What follows belongs to an exercise in optimizing a design on an open flow for small area; a production flow would make more cautious choices.
Where RTL was checked, it was by simulation tests only, not by an equivalence proof against the original.
No activity file was given, so power comes from the tool's default toggle rates.

Design pcie_irq, start of the top module:
module pcie_irq
(
   input            Clk_i,
   input            Rstn_i,
   input            MsixStructSChipSelect_i,
   input   [13:0]   MsixStructSAddress_i,
   input   [3:0]    MsixStructSByteEnable_i,
   input            MsixStructSRead_i,
   output  [31:0]   MsixStructSReadData_o,
   input            MsixStructSWrite_i,
   input   [31:0]   MsixStructSWriteData_i,
   output           MsixStructSWaitRequest_o,
   output           MsixMWrite_o,
   output  [63:0]   MsixMAddress_o,
   output  [31:0]   MsixMWriteData_o,
   output  [3:0]    MsixMByteEnable_o,
   input            MsixMWaitRequest_i,
   input   [31:0]   Irq_i,
   input   [81:0]   MsiIntfc_i,
   input   [15:0]   MsixIntfc_i,
   output           IntxReq_o,
   input            IrqRead_i,
   output  [31:0]   IrqReadData_o,
  input    [31:0]   MaskWritedata_i,
  input             MaskRead_i,
  input             MaskWrite_i,
  input    [3:0]    MaskByteenable_i,
  output   [31:0]   MaskReaddata_o,
  output            MaskWaitrequest_o
);
export LEC_CHECK = 0
export CAP_MARGIN = 20
export CORE_MARGIN = 2
export CORE_UTILIZATION = 40
export SLEW_MARGIN = 20
create_clock -name core_clock -period 10.0 [get_ports {Clk_i}]
standard.sh (not shown) runs the stock make flow with config.mk's settings and CLKGATE_MAP_FILE= SYNTH_SCRIPT=/design/flow/synth_recipe.tcl, a recipe that flattens the netlist after the stock synthesis.
==> flow/flow/run.sh <==
#!/bin/bash
set -euo pipefail
export BUFFER_PORTS_ARGS="-buffer_cell sky130_fd_sc_hd__buf_1"
export CTS_ARGS="-sink_clustering_enable -repair_clock_nets -sink_clustering_size 10 -sink_clustering_max_diameter 60 -buf_list sky130_fd_sc_hd__clkbuf_4 -dont_use_dummy_load"
bash standard.sh > standard_flow.log 2>&1
The baseline finished clean.
Then changed:
--- a/flow/design.v
+++ b/flow/design.v
@@ -226,33 +226,28 @@
 always @(posedge Clk_i) begin
   ring[30*32 +: 32] <= ({32{put[10]}} & wbuf) | ({32{ring_keep[10]}} & ring[31*32 +: 32]);
   ring[31*32 +: 32] <= ring[30*32 +: 32];
 end
 wire [32*11-1:0] tails;
 generate
   for (r = 0; r < 11; r = r + 1) begin : TAIL
     assign tails[r*32 +: 32] = ring[(r == 10 ? 31 : 3*r+2)*32 +: 32];
   end
 endgenerate
 wire [10:0] hring    = ring_of(aw);
-wire        host_cap = host_rwin & at_tail(aw, ktail, t2) & ~(wbuf_v & (wbuf_a == aw));
-reg  [31:0] wbuf_d;
-integer q;
-always @* begin
-  wbuf_d = {32{mem_we}} & MsixStructSWriteData_i;
-  for (q = 0; q < 11; q = q + 1)
-    wbuf_d = wbuf_d | ({32{hring[q] & host_rwin}} & tails[q*32 +: 32]);
-end
+wire        host_cap = host_rwin & at_tail(aw, ktail, t2) & ~(wbuf_v & (wbuf_a == aw))
+                       & ~(hring[10] & (hs == H_READ));
+wire [31:0] tsel;
 always @(posedge Clk_i) begin
   if (mem_we | host_cap)
-    wbuf <= wbuf_d;
+    wbuf <= mem_we ? MsixStructSWriteData_i : tsel;
   if (mem_we)
     wbuf_a <= aw;
   wbuf_v <= wbuf_v_nx;
 end
 localparam G_IDLE  = 4'd0;
 localparam G_PIPE  = 4'd1;
 localparam G_CHECK = 4'd9;    
 localparam G_MSIX  = 4'd10;
 localparam G_MSI   = 4'd11;
 reg  [3:0] gs;
 reg        arb_v;         
@@ -390,35 +385,63 @@
     endcase
   end
 endfunction
 wire [4:0]  gcap   = gen_cap_tab({gs, arb_i, t3});
 wire        gen_cap = gcap[4];
 wire [1:0]  gi     = gcap[3:2];
 wire [1:0]  gd     = gcap[1:0];
 wire [4:0]  gword  = {1'b0, arb_i, gi};
 wire [10:0] gring  = ring_of(gword);
 wire        g_old  = (gd == 2'd0) | ((gd == 2'd1) & ~land1) | ((gd == 2'd2) & ~land1 & ~land2);
 wire        g_byp  = wbuf_v & (wbuf_a == gword) & g_old;
-reg  [31:0] gen_word;
+reg         dv;           
+reg  [1:0]  di;           
+wire        g_use  = gen_cap & (gi != 2'd3) & ~host_cap;
+wire        g_dfr  = gen_cap & (gi != 2'd3) &  host_cap;
+wire [4:0]  dword  = {1'b0, arb_i, di};
+wire        dcap   = dv & at_tail(dword, ktail, t2);
+always @(posedge Clk_i)
+  if (gen_idle | dcap)
+    dv <= 1'b0;
+  else if (g_dfr) begin
+    dv <= 1'b1;
+    di <= gi;
+  end
+wire [10:0] tring = host_cap ? hring :
+                    dcap     ? ring_of(dword) :
+                    (g_use & ~g_byp) ? gring : 11'b0;
+wire        tbyp  = g_use & g_byp;
+reg  [31:0] tsel_r;
+integer q;
+always @* begin
+  tsel_r = {32{tbyp}} & wbuf;
+  for (q = 0; q < 11; q = q + 1)
+    tsel_r = tsel_r | ({32{tring[q]}} & tails[q*32 +: 32]);
+end
+assign tsel = tsel_r;
+reg vm_tail;
 always @* begin
-  gen_word = g_byp ? wbuf : 32'b0;
-  for (q = 0; q < 6; q = q + 1)
-    gen_word = gen_word | ({32{gring[q] & ~g_byp}} & tails[q*32 +: 32]);
+  case (arb_i)
+    2'd0:    vm_tail = tails[1*32];    
+    2'd1:    vm_tail = tails[2*32];    
+    2'd2:    vm_tail = tails[3*32];    
+    default: vm_tail = tails[5*32];    
+  endcase
 end
 always @(posedge Clk_i or negedge Rstn_i)
   if (!Rstn_i)
     ev <= 1'b0;
   else if (gen_cap)
     ev <= 1'b1;
 always @(posedge Clk_i) begin
-  if (gen_cap && gi == 2'd0) e0 <= gen_word;
-  if (gen_cap && gi == 2'd1) e1 <= gen_word;
-  if (gen_cap && gi == 2'd2) e2 <= gen_word;
-  if (gen_cap && gi == 2'd3) vmask <= gen_word[0];
+  if ((g_use && gi == 2'd0) || (dcap && di == 2'd0)) e0 <= tsel;
+  if ((g_use && gi == 2'd1) || (dcap && di == 2'd1)) e1 <= tsel;
+  if ((g_use && gi == 2'd2) || (dcap && di == 2'd2)) e2 <= tsel;
+  if (gen_cap && gi == 2'd3) vmask <= g_byp ? wbuf[0] : vm_tail;
 end
 assign MsixStructSReadData_o = a13 ? {28'b0, pba} : wbuf;
 assign MsixMWrite_o      = (gs == G_MSIX) | (gs == G_MSI);
 wire   sel_entry         = msix_mode & ev;
 assign MsixMAddress_o    = sel_entry ? {e1, e0} : msix_mode ? 64'b0 : MsiIntfc_i[63:0];
 assign MsixMWriteData_o  = sel_entry ? e2 : msix_mode ? 32'b0 : {16'b0, MsiIntfc_i[79:64]};
 assign MsixMByteEnable_o = {4{MsixMWrite_o}};
 endmodule
Result: Setup slack is worse by 0.23 ns; clock power hardly moves; core utilization stays flat; global-route usage barely changes; via count is higher by 4.3%.
Only the layout flow was run in the second run of this note; the RTL was not checked for function there.

---

## harbor
pcie_irq, a different RTL version from the one above (not shown whole).
Size in the first run: about 2600 cells after synthesis.
Settings: LEC_CHECK=0, CAP_MARGIN=20, CORE_MARGIN=2, CORE_UTILIZATION=40, SLEW_MARGIN=20, SYNTH_HIERARCHICAL=1; clock period 10.0 ns.
Scripts as last shown in full above: flow/flow/run.sh
Changes in ember relative to harbor:
--- a/flow/design.v
+++ b/flow/design.v
@@ -248,19 +248,20 @@
   ring[31*32 +: 32] <= ring[30*32 +: 32];
 end
 wire [32*11-1:0] tails;
 generate
   for (r = 0; r < 11; r = r + 1) begin : TAIL
     assign tails[r*32 +: 32] = ring[(r == 10 ? 31 : 3*r+2)*32 +: 32];
   end
 endgenerate
-wire [10:0] hring    = ring_of(aw);
-wire        host_cap = host_rwin & at_tail(aw, ktail, t2) & ~(wbuf_v & (wbuf_a == aw))
-                       & ~(hring[10] & (hs == H_READ));
+wire [10:0] aw_ring  = ring_of(aw);
+wire [10:0] hring    = aw_ring & {11{~a13}};
+wire        host_cap = host_rwin & (a13 | (at_tail(aw, ktail, t2) & ~|(put & aw_ring)
+                                           & ~(aw_ring[10] & (hs == H_READ))));
 wire [31:0] tsel;
 wire [31:0] wbuf_dn;
 wire        wbuf_hold = ~(mem_we | host_cap);
 genvar bb;
 generate
   for (bb = 0; bb < 32; bb = bb + 1) begin : WBUF_D
     pcie_irq_aoi222 u_aoi (.a1(MsixStructSWriteData_i[bb]), .a2(mem_we),
                            .b1(tsel[bb]), .b2(host_cap),
@@ -417,29 +418,27 @@
 wire [4:0]  gcap   = gen_cap_tab({gs, arb_i, t3});
 wire        gen_cap = gcap[4];
 wire [1:0]  gi     = gcap[3:2];
 wire [1:0]  gd     = gcap[1:0];
 wire [4:0]  gword  = {1'b0, arb_i, gi};
 wire [10:0] gring  = ring_of(gword);
 wire        g_old  = (gd == 2'd0) | ((gd == 2'd1) & ~land1) | ((gd == 2'd2) & ~land1 & ~land2);
 wire        g_byp  = wbuf_v & (wbuf_a == gword) & g_old;
-reg         dv;           
+reg  [2:0]  dv;           
 reg  [1:0]  di;           
 wire        g_use  = gen_cap & (gi != 2'd3) & ~host_cap;
 wire        g_dfr  = gen_cap & (gi != 2'd3) &  host_cap;
 wire [4:0]  dword  = {1'b0, arb_i, di};
-wire        dcap   = dv & at_tail(dword, ktail, t2);
-always @(posedge Clk_i)
-  if (gen_idle | dcap)
-    dv <= 1'b0;
-  else if (g_dfr) begin
-    dv <= 1'b1;
+wire        dcap   = dv[2];
+always @(posedge Clk_i) begin
+  dv <= {dv[1:0], g_dfr} & {3{~gen_idle}};
+  if (g_dfr)
     di <= gi;
-  end
+end
 wire [10:0] tring = host_cap ? hring :
                     dcap     ? ring_of(dword) :
                     (g_use & ~g_byp) ? gring : 11'b0;
 wire        tbyp  = g_use & g_byp;
 wire [11:0] tsel_s = {tbyp, tring};
 wire [32*12-1:0] tsel_d = {wbuf, tails};
 genvar b;
 generate
@@ -481,17 +480,17 @@
     pcie_irq_ao22 u_ao (.a1(tsel[eb % 32]), .a2(e_en[eb / 32]),
                         .b1(e_q[eb]), .b2(e_keep[eb / 32]), .y(e_d[eb]));
   end
 endgenerate
 always @(posedge Clk_i) begin
   {e2, e1, e0} <= e_d;
   if (gen_cap && gi == 2'd3) vmask <= g_byp ? wbuf[0] : vm_tail;
 end
-assign MsixStructSReadData_o = a13 ? {28'b0, pba} : wbuf;
+assign MsixStructSReadData_o = {wbuf[31:4], a13 ? pba : wbuf[3:0]};
 assign MsixMWrite_o      = (gs == G_MSIX) | (gs == G_MSI);
 wire   sel_entry         = msix_mode & ev;
 wire   sel_msi           = ~msix_mode;
 wire [79:0] out_e        = {e2[15:0], e1, e0};
 wire [79:0] out_m;
 genvar ob;
 generate
   for (ob = 0; ob < 80; ob = ob + 1) begin : OUT
==> results.txt <==
In terms of clock network area share, ember and harbor differ only marginally. Final setup skew, harbor and ember: lower on ember. Count of clock-buffer cells in the layout of ember falls short of that of harbor slightly. Wire length of the first global-routing pass delta (ember − harbor): favourable. ember: logic gate share of total power 1.5 points below harbor. harbor → ember: compound-cell area share of the yosys netlist held steady; synthesized cell area held steady; count of multi-input combinational gates shrank by 30.
No functional check of the RTL was part of harbor.

---

the baseline:
pcie_irq with an RTL version that a note above also has.
Size in the first run: ~3100 cells after synthesis, about 1300 flip-flops.
==> flow/config.mk <==
export PLATFORM = sky130hd
export DESIGN_NAME = pcie_irq
export DESIGN_NICKNAME = pcie_irq
export VERILOG_FILES = /design/flow/design.v
export SDC_FILE = /design/flow/constraint.sdc
export NUM_CORES = 4
export LEC_CHECK = 0
export CAP_MARGIN = 20
export CORE_MARGIN = 2
export CORE_UTILIZATION = 40
export CTS_CLUSTER_DIAMETER = 100
export CTS_CLUSTER_SIZE = 24
export SLEW_MARGIN = 20
==> flow/constraint.sdc <==
create_clock -name core_clock -period 10.0 [get_ports {Clk_i}]
set_input_delay 2.0000 -clock core_clock [delete_from_list [all_inputs] [get_ports {Clk_i}]]
set_output_delay 2.0000 -clock core_clock [all_outputs]
set_load 0.01 [all_outputs]
==> flow/flow/run.sh <==
#!/bin/bash
set -euo pipefail
export BUFFER_PORTS_ARGS="-buffer_cell sky130_fd_sc_hd__buf_1"
bash standard.sh > standard_flow.log 2>&1
The baseline ended with every stage complete and zero timing, DRC or antenna violations.
### the baseline -> the candidate
--- a/flow/design.v
+++ b/flow/design.v
@@ -202,55 +202,52 @@
     else
       at_tail = |(k_of(a) & kt);
   end
 endfunction
 wire [10:0] wbuf_ring = ring_of(wbuf_a);
 wire        wbuf_put  = wbuf_v & at_tail(wbuf_a, ktail, t2);
-wire [10:0] put       = {11{wbuf_put}} & wbuf_ring;
-wire        wbuf_v_nx = mem_we | (wbuf_v & ~wbuf_put);
-wire [4:0]  wbuf_a_nx = mem_we ? aw : wbuf_a;
-wire [2:0]  ktail_nx  = (t3 == 2'd0) ? 3'b010 :
-                        (t3 == 2'd1) ? 3'b001 : 3'b100;
-reg  [10:0] ring_keep;
-always @(posedge Clk_i)
-  ring_keep <= ~({11{wbuf_v_nx & at_tail(wbuf_a_nx, ktail_nx, ~t2)}} & ring_of(wbuf_a_nx));
 genvar r;
 generate
   for (r = 0; r < 10; r = r + 1) begin : RING3
     always @(posedge Clk_i) begin
-      ring[(3*r+0)*32 +: 32] <= ({32{put[r]}} & wbuf) | ({32{ring_keep[r]}} & ring[(3*r+2)*32 +: 32]);
+      ring[(3*r+0)*32 +: 32] <= (wbuf_put && wbuf_ring[r]) ? wbuf : ring[(3*r+2)*32 +: 32];
       ring[(3*r+1)*32 +: 32] <= ring[(3*r+0)*32 +: 32];
       ring[(3*r+2)*32 +: 32] <= ring[(3*r+1)*32 +: 32];
     end
   end
 endgenerate
 always @(posedge Clk_i) begin
-  ring[30*32 +: 32] <= ({32{put[10]}} & wbuf) | ({32{ring_keep[10]}} & ring[31*32 +: 32]);
+  ring[30*32 +: 32] <= (wbuf_put && wbuf_ring[10]) ? wbuf : ring[31*32 +: 32];
   ring[31*32 +: 32] <= ring[30*32 +: 32];
 end
 wire [32*11-1:0] tails;
 generate
   for (r = 0; r < 11; r = r + 1) begin : TAIL
     assign tails[r*32 +: 32] = ring[(r == 10 ? 31 : 3*r+2)*32 +: 32];
   end
 endgenerate
 wire [10:0] hring    = ring_of(aw);
 wire        host_cap = host_rwin & at_tail(aw, ktail, t2) & ~(wbuf_v & (wbuf_a == aw));
-reg  [31:0] wbuf_d;
+reg  [31:0] host_word;
 integer q;
 always @* begin
-  wbuf_d = {32{mem_we}} & MsixStructSWriteData_i;
+  host_word = 32'b0;
   for (q = 0; q < 11; q = q + 1)
-    wbuf_d = wbuf_d | ({32{hring[q] & host_rwin}} & tails[q*32 +: 32]);
+    host_word = host_word | ({32{hring[q]}} & tails[q*32 +: 32]);
 end
 always @(posedge Clk_i) begin
-  if (mem_we | host_cap)
-    wbuf <= wbuf_d;
-  if (mem_we)
+  if (mem_we) begin
+    wbuf   <= MsixStructSWriteData_i;
     wbuf_a <= aw;
-  wbuf_v <= wbuf_v_nx;
+    wbuf_v <= 1'b1;
+  end else begin
+    if (host_cap)
+      wbuf <= host_word;
+    if (wbuf_put)
+      wbuf_v <= 1'b0;
+  end
 end
 localparam G_IDLE  = 4'd0;
 localparam G_PIPE  = 4'd1;
 localparam G_CHECK = 4'd9;    
 localparam G_MSIX  = 4'd10;
 localparam G_MSI   = 4'd11;
Findings:
Number of ordinary inverters in the final layout in the candidate vs the baseline: down 25%
| actual transition at the worst max-transition pin | higher: the baseline |
Diff the baseline -> the candidate | aggregate routed wire length | down by more than 10%
Summary of the candidate over the baseline: worst setup slack now smaller, per-cell routed wire length fell 12%, sequential share of layout area now smaller.
| tightest hold margin | higher: the candidate |
Comparing the baseline with the candidate, the share of the core filled with cells came out essentially unchanged.
The baseline -> the candidate: fmax decreased slightly
Of the baseline and the candidate, the candidate shows the higher post-route minimum period, with the baseline below it.
From the candidate to the baseline, DRC violation count after routing did not move at all.
The RTL of the candidate was laid out without a check of its function.

---

## north
Another version of the RTL of pcie_irq (not shown whole).
For scale: roughly 2500 cells after synthesis, ~1300 flip-flops, ~430 I/O pins.
Settings: LEC_CHECK=0, CAP_MARGIN=20, CORE_MARGIN=2, CORE_UTILIZATION=40, SLEW_MARGIN=20, SYNTH_HIERARCHICAL=1; clock period 10.0 ns.
==> flow/flow/run.sh <==
#!/bin/bash
set -euo pipefail
export BUFFER_PORTS_ARGS="-buffer_cell sky130_fd_sc_hd__buf_1"
export CTS_ARGS="-sink_clustering_enable -repair_clock_nets -sink_clustering_size 10 -sink_clustering_max_diameter 60 -buf_list sky130_fd_sc_hd__clkbuf_4 -dont_use_dummy_load"
bash standard.sh > standard_flow.log 2>&1
north: PASS, flow complete, no timing, DRC or antenna violations
Input-level comparison between south and north:
--- a/flow/design.v
+++ b/flow/design.v
@@ -242,15 +242,16 @@
 wire [32*11-1:0] tails;
 generate
   for (r = 0; r < 11; r = r + 1) begin : TAIL
     assign tails[r*32 +: 32] = ring[(r == 10 ? 31 : 3*r+2)*32 +: 32];
   end
 endgenerate
-wire [10:0] hring    = ring_of(aw);
-wire        host_cap = host_rwin & at_tail(aw, ktail, t2) & ~(wbuf_v & (wbuf_a == aw))
-                       & ~(hring[10] & (hs == H_READ));
+wire [10:0] aw_ring  = ring_of(aw);
+wire [10:0] hring    = aw_ring & {11{~a13}};
+wire        host_cap = host_rwin & (a13 | (at_tail(aw, ktail, t2) & ~|(put & aw_ring)
+                                           & ~(aw_ring[10] & (hs == H_READ))));
 wire [31:0] tsel;
 wire [31:0] wbuf_d;
 wire        mem_we_n = ~mem_we;
 genvar bb;
 generate
   for (bb = 0; bb < 32; bb = bb + 1) begin : WBUF_D
@@ -411,25 +412,23 @@
 wire [1:0]  gi     = gcap[3:2];
 wire [1:0]  gd     = gcap[1:0];
 wire [4:0]  gword  = {1'b0, arb_i, gi};
 wire [10:0] gring  = ring_of(gword);
 wire        g_old  = (gd == 2'd0) | ((gd == 2'd1) & ~land1) | ((gd == 2'd2) & ~land1 & ~land2);
 wire        g_byp  = wbuf_v & (wbuf_a == gword) & g_old;
-reg         dv;           
+reg  [2:0]  dv;           
 reg  [1:0]  di;           
 wire        g_use  = gen_cap & (gi != 2'd3) & ~host_cap;
 wire        g_dfr  = gen_cap & (gi != 2'd3) &  host_cap;
 wire [4:0]  dword  = {1'b0, arb_i, di};
-wire        dcap   = dv & at_tail(dword, ktail, t2);
-always @(posedge Clk_i)
-  if (gen_idle | dcap)
-    dv <= 1'b0;
-  else if (g_dfr) begin
-    dv <= 1'b1;
+wire        dcap   = dv[2];
+always @(posedge Clk_i) begin
+  dv <= {dv[1:0], g_dfr} & {3{~gen_idle}};
+  if (g_dfr)
     di <= gi;
-  end
+end
 wire [10:0] tring = host_cap ? hring :
                     dcap     ? ring_of(dword) :
                     (g_use & ~g_byp) ? gring : 11'b0;
 wire        tbyp  = g_use & g_byp;
 wire [11:0] tsel_s = {tbyp, tring};
 wire [32*12-1:0] tsel_d = {wbuf, tails};
@@ -464,13 +463,13 @@
 always @(posedge Clk_i) begin
   if ((g_use && gi == 2'd0) || (dcap && di == 2'd0)) e0 <= tsel;
   if ((g_use && gi == 2'd1) || (dcap && di == 2'd1)) e1 <= tsel;
   if ((g_use && gi == 2'd2) || (dcap && di == 2'd2)) e2 <= tsel;
   if (gen_cap && gi == 2'd3) vmask <= g_byp ? wbuf[0] : vm_tail;
 end
-assign MsixStructSReadData_o = a13 ? {28'b0, pba} : wbuf;
+assign MsixStructSReadData_o = {wbuf[31:4], a13 ? pba : wbuf[3:0]};
 assign MsixMWrite_o      = (gs == G_MSIX) | (gs == G_MSI);
 wire   sel_entry         = msix_mode & ev;
 wire   sel_msi           = ~msix_mode;
 wire [79:0] out_e        = {e2[15:0], e1, e0};
 wire [79:0] out_m;
 genvar ob;
==> comparison <==
- south ended up with clkinv_2 as its master of the slowest instance on the critical path; north ended up with buf_4.
- south and north ended up with nearly the same sequential fraction of the synthesis area.
- south vs. north: net count after synthesis went down by 10.
- When south is measured against north, its register-to-register slack turns out 180 ps higher.
- south against north: combinational cell fraction of total power up 1.4 points, timing-limited maximum frequency rose by about 2.6%, layout-stage area growth over the synthesis result lost 0.47 points, total wire length after detailed routing decreased 2.2%.
- The final layouts of south and north pass the timing, DRC and antenna checks.
The RTL of south was laid out without a check of its function.

[re-timing with driven ports]
No port has a modelled driver above. Below, the same layouts with a new extraction and two added sets of constraints. Step 1, drivers: a clkbuf_16 drives Clk_i and a buf_2 each remaining input, both assumed. Step 2 times the ports against the registers' clock, not the clock port: input delays grow and output delays shrink by t, the midpoint of the rising clock arrivals with the driver on. Three values: no drivers, after step 1, after step 2; two values: the first two.
| run | t, ns | setup slack, ns | worst hold slack (ns) | worst register clock-pin slew, ns | pins driven straight from the clock port |
|---|---|---|---|---|---|
| the first run of note 1 | 1.041 | 4.224 / 4.177 / 4.177 | 0.249 / 0.249 / 0.249 | 0.11 / 0.11 | 1 |
| the second run of note 1 | 1.075 | 3.996 / 3.948 / 3.948 | 0.182 / 0.182 / 0.182 | 0.12 / 0.12 | 1 |
| harbor | 1.075 | 3.833 / 3.787 / 3.787 | 0.218 / 0.218 / 0.218 | 0.11 / 0.11 | 1 |
| ember | 1.085 | 3.767 / 3.725 / 3.725 | 0.271 / 0.271 / 0.271 | 0.11 / 0.11 | 1 |
| the baseline | 0.739 | 4.226 / 4.179 / 4.179 | 0.292 / 0.292 / 0.292 | 0.10 / 0.10 | 1 |
| the candidate | 0.739 | 4.160 / 4.117 / 4.117 | 0.313 / 0.313 / 0.313 | 0.11 / 0.11 | 1 |
| north | 1.033 | 3.639 / 3.610 / 3.610 | 0.277 / 0.277 / 0.277 | 0.11 / 0.11 | 1 |
| south | 1.029 | 3.799 / 3.767 / 3.767 | 0.273 / 0.273 / 0.273 | 0.11 / 0.11 | 1 |
After both steps every run listed still meets setup and hold. For the second run of note 1, which loses most, drivers alone change the setup slack by -0.048 ns; drivers and shift together by -0.048 ns.
